What follows belongs to an exercise in optimizing a design on an open flow for small area; a production flow would make more cautious choices. Function was checked by simulation only, so behaviour that the tests miss may differ from the original. Power and IR drop assume default switching activity.

==> inputs of run a <==
// FirFilterSym_top
module FirFilterSym_top (
    input  logic        clk,
    input  logic        rst,
    input  logic        valid_in,
    output logic        valid_out,
    input  logic [15:0] din,
    output logic [25:0] dout
);
wire sh = valid_in & ~rst;
wire hd = ~valid_in & ~rst;
logic [15:0] x1;
logic [15:0] x2;
logic [15:0] x3;
logic [15:0] x4;
logic [15:0] x5;
logic [15:0] x6;
logic [15:0] x7;
logic [15:0] x8;
logic [15:0] x9;
logic [15:0] x10;
logic [15:0] x11;
logic [15:0] x12;
logic [15:0] x13;
logic [15:0] x14;
logic [15:0] x15;
logic [15:0] x16;
logic [15:0] x17;
logic [15:0] x18;
logic [15:0] x19;
logic [15:0] x20;
logic [15:0] x21;
logic [15:0] x22;
logic [15:0] x23;
logic [15:0] x24;
logic [15:0] x25;
logic [15:0] x26;
logic [15:0] x27;
logic [15:0] x28;
logic [15:0] x29;
logic [15:0] x30;
logic [15:0] x31;
logic [15:0] x32;
logic [15:0] x33;
logic [15:0] x34;
logic [15:0] x35;
logic [15:0] x36;
always_ff @(posedge clk) begin
    x1 <= ({16{sh}} & {~din[15], din[14:0]}) | ({16{hd}} & x1) | {rst, 15'd0};
    x2 <= ({16{sh}} & x1) | ({16{hd}} & x2) | {rst, 15'd0};
    x3 <= ({16{sh}} & x2) | ({16{hd}} & x3) | {rst, 15'd0};
    x4 <= ({16{sh}} & x3) | ({16{hd}} & x4) | {rst, 15'd0};
    x5 <= ({16{sh}} & x4) | ({16{hd}} & x5) | {rst, 15'd0};
    x6 <= ({16{sh}} & x5) | ({16{hd}} & x6) | {rst, 15'd0};
    x7 <= ({16{sh}} & x6) | ({16{hd}} & x7) | {rst, 15'd0};
    x8 <= ({16{sh}} & x7) | ({16{hd}} & x8) | {rst, 15'd0};
    x9 <= ({16{sh}} & x8) | ({16{hd}} & x9) | {rst, 15'd0};
    x10 <= ({16{sh}} & x9) | ({16{hd}} & x10) | {rst, 15'd0};
    x11 <= ({16{sh}} & x10) | ({16{hd}} & x11) | {rst, 15'd0};
    x12 <= ({16{sh}} & x11) | ({16{hd}} & x12) | {rst, 15'd0};
    x13 <= ({16{sh}} & x12) | ({16{hd}} & x13) | {rst, 15'd0};
    x14 <= ({16{sh}} & x13) | ({16{hd}} & x14) | {rst, 15'd0};
  ...
==> flow/config.mk <==
export PLATFORM = sky130hd
export DESIGN_NAME = FirFilterSym_top
export DESIGN_NICKNAME = FirFilterSym_top
export VERILOG_FILES = /design/flow/design.v
export SDC_FILE = /design/flow/constraint.sdc
export NUM_CORES = 4
export LEC_CHECK = 0
export ABC_AREA = 1
export CAP_MARGIN = 5
export CORE_MARGIN = 2
export CORE_UTILIZATION = 40
export CTS_BUF_LIST = sky130_fd_sc_hd__clkbuf_16
export CTS_CLUSTER_DIAMETER = 100
export CTS_CLUSTER_SIZE = 30
export SLEW_MARGIN = 5
==> flow/constraint.sdc <==
create_clock -name core_clock -period 5.0 [get_ports {clk}]
set_input_delay 1.0000 -clock core_clock [delete_from_list [all_inputs] [get_ports {clk}]]
set_output_delay 1.0000 -clock core_clock [all_outputs]
set_load 0.01 [all_outputs]
standard.sh (not shown) runs the stock make flow with config.mk's settings and CLKGATE_MAP_FILE= SYNTH_SCRIPT=/design/flow/synth_recipe.tcl, a recipe that flattens the netlist after the stock synthesis.
==> flow/flow/run.sh <==
#!/bin/bash
# Own layout flow: the standard flow, with two changes to synthesis only.
#  1. Yosys's early "abc -fast" is skipped (SYNTH_ARGS=-noabc), so extract_fa sees the
#     RTL's full-adder equations as written and maps them without extra inverters.
#  2. flow/post.py rewrites the delay-line next-state logic of the synthesized netlist
#     (one a22o/a221o per register instead of o22ai + inverter) and flips full adders'
#     polarity where that saves inverters; registers are untouched.
# Then the standard flow runs from the netlist on (floorplan ... finish); every port still
# gets its own buffer, but a buf_1 instead of the larger delay buffer buffer_ports picks.
set -euo pipefail
W=$(pwd)
RES=$W/orfs/results/${FLOW_PLATFORM}/FirFilterSym_top/base
bash standard.sh SYNTH_ARGS=-noabc synth > $W/synth.log 2>&1
cp $RES/1_2_yosys.v $W/synth_orig.v
python3 $W/flow/post.py $W/synth_orig.v $W/synth_post.v > $W/post.log 2>&1
cp $W/synth_post.v $RES/1_2_yosys.v
rm -f $RES/1_synth.odb $RES/1_synth.sdc
bash standard.sh SYNTH_ARGS=-noabc 'BUFFER_PORTS_ARGS=-buffer_cell sky130_fd_sc_hd__buf_1' finish > $W/layout.log 2>&1
Other scripts of this flow, unchanged in this note and not shown: flow/flow/post.py
==> run b: changes against run a <==
- CAP_MARGIN: 5 -> 20
- CTS_BUF_LIST: sky130_fd_sc_hd__clkbuf_16 -> sky130_fd_sc_hd__clkbuf_16 sky130_fd_sc_hd__clkbuf_8
- SLEW_MARGIN: 5 -> 20
==> run c: changes against run a <==
- CAP_MARGIN: 5 -> 20
- CTS_CLUSTER_DIAMETER: 100 -> 90
- CTS_CLUSTER_SIZE: 30 -> 32
- SLEW_MARGIN: 5 -> 20
==> flow_summary.yaml <==
run_status:
  status: "timing/DRC/antenna clean"
power_and_ir_drop:
  pwr-share-comb: 0.304
  pwr-share-clk: 0.246
  peakVddDrop_uv: 406
drt:
  vias: 19212
  wl_met3_mm: 3.63
global_routing:
  grt_pass1_vias: 21288
critical_path:
  r2r_slack_ns: 0.36
final_layout:
  syn_to_final_growth_pct: 8.33
  final_cells: 3535
That was run b.
==> flow_summary.yaml <==
final_layout:
  final_cells: 3535
drt:
  vias: 19237
  wl_met3_mm: 3.59
run_status:
  status: "timing/DRC/antenna clean"
power_and_ir_drop:
  pwr-share-clk: 0.244
global_routing:
  grt_pass1_vias: 21290
That was run a.
==> flow_summary.yaml <==
run_status:
  status: "timing/DRC/antenna clean"
drt:
  wl_met3_mm: 3.32
  vias: 19216
power_and_ir_drop:
  pwr-share-clk: 0.252
  peakVddDrop_uv: 402
final_layout:
  syn_to_final_growth_pct: 8.63
global_routing:
  grt_pass1_vias: 21320
That was run c.


==> run E: inputs <==
FirFilterSym_top, a different RTL version from the one above (not shown whole).
==> flow/design.v (excerpt) <==
module FirFilterSym_top (
    input  logic        clk,
    input  logic        rst,
    input  logic        valid_in,
    output logic        valid_out,
    input  logic [15:0] din,
    output logic [25:0] dout
);
Settings: LEC_CHECK=0, ABC_AREA=1, CAP_MARGIN=20, CORE_MARGIN=2, CORE_UTILIZATION=40, CTS_BUF_LIST=sky130_fd_sc_hd__clkbuf_8, CTS_CLUSTER_DIAMETER=60, CTS_CLUSTER_SIZE=20, SLEW_MARGIN=20; clock period 5.0 ns.
==> flow/flow/run.sh <==
#!/bin/bash
# Own layout flow: the standard flow, with two changes to synthesis only.
#  1. Yosys's early "abc -fast" is skipped (SYNTH_ARGS=-noabc), so extract_fa sees the
#     RTL's full-adder equations as written and maps them without extra inverters.
#  2. flow/post.py rewrites the delay-line next-state logic of the synthesized netlist
#     (one a22o/a221o per register instead of o22ai + inverter); registers are untouched.
# Then the standard flow runs from the netlist on (floorplan ... finish).
set -euo pipefail
W=$(pwd)
RES=$W/orfs/results/${FLOW_PLATFORM}/FirFilterSym_top/base
bash standard.sh SYNTH_ARGS=-noabc synth > $W/synth.log 2>&1
cp $RES/1_2_yosys.v $W/synth_orig.v
python3 $W/flow/post.py $W/synth_orig.v $W/synth_post.v > $W/post.log 2>&1
cp $W/synth_post.v $RES/1_2_yosys.v
rm -f $RES/1_synth.odb $RES/1_synth.sdc
bash standard.sh SYNTH_ARGS=-noabc finish > $W/layout.log 2>&1
Other scripts of this flow, unchanged in this note and not shown: flow/flow/post.py
==> inputs of run R, as changes to run E <==
--- a/flow/config.mk
+++ b/flow/config.mk
@@ -9,7 +9,5 @@
 export CAP_MARGIN = 20
 export CORE_MARGIN = 2
 export CORE_UTILIZATION = 40
-export CTS_BUF_LIST = sky130_fd_sc_hd__clkbuf_8
-export CTS_CLUSTER_DIAMETER = 60
-export CTS_CLUSTER_SIZE = 20
+export CTS_BUF_LIST = sky130_fd_sc_hd__clkbuf_4
 export SLEW_MARGIN = 20
==> notes <==
Of run E and run R, run R has the higher wire length (gap 1.5%, measured against run R).
Non-clock buffer count is the same in run E and run R.
Die area is the same in run E and run R.
In run E the worst hold slack is higher than in run R, by 0.011 ns.
Run R completed without violations. Run E completed without violations.

-- what the ideal ports hide --
In the flow no input, the clock included, has a driving cell. The finished layouts below were timed again as built, in two steps. Step 1 assumes that a clkbuf_16 drives the clock port and a buf_2 every other input. Step 2 moves the port delays by t, midway between the first and last clock arrival at a register: inputs arrive t later, outputs are due t later. That takes back most of the time a late clock gives input paths. Three values: ideal, step 1, step 2; two values: the first two.
run	shift t [ns]	setup WS [ns]	worst setup path after step 2	pins driven straight from the clock port
run a	0.661	0.366 / 0.366 / 0.366	register to register	1
run b	0.661	0.365 / 0.365 / 0.365	register to register	1
run c	0.664	0.344 / 0.344 / 0.344	register to register	1
run E	0.794	0.332 / 0.332 / 0.053	input to register	1
run R	1.084	0.338 / 0.338 / 0.057	input to register	1
After both steps setup and hold are still met in every run listed. The setup slack of run R, which loses most, moves by 0.000 ns with the drivers and by -0.281 ns with both steps.
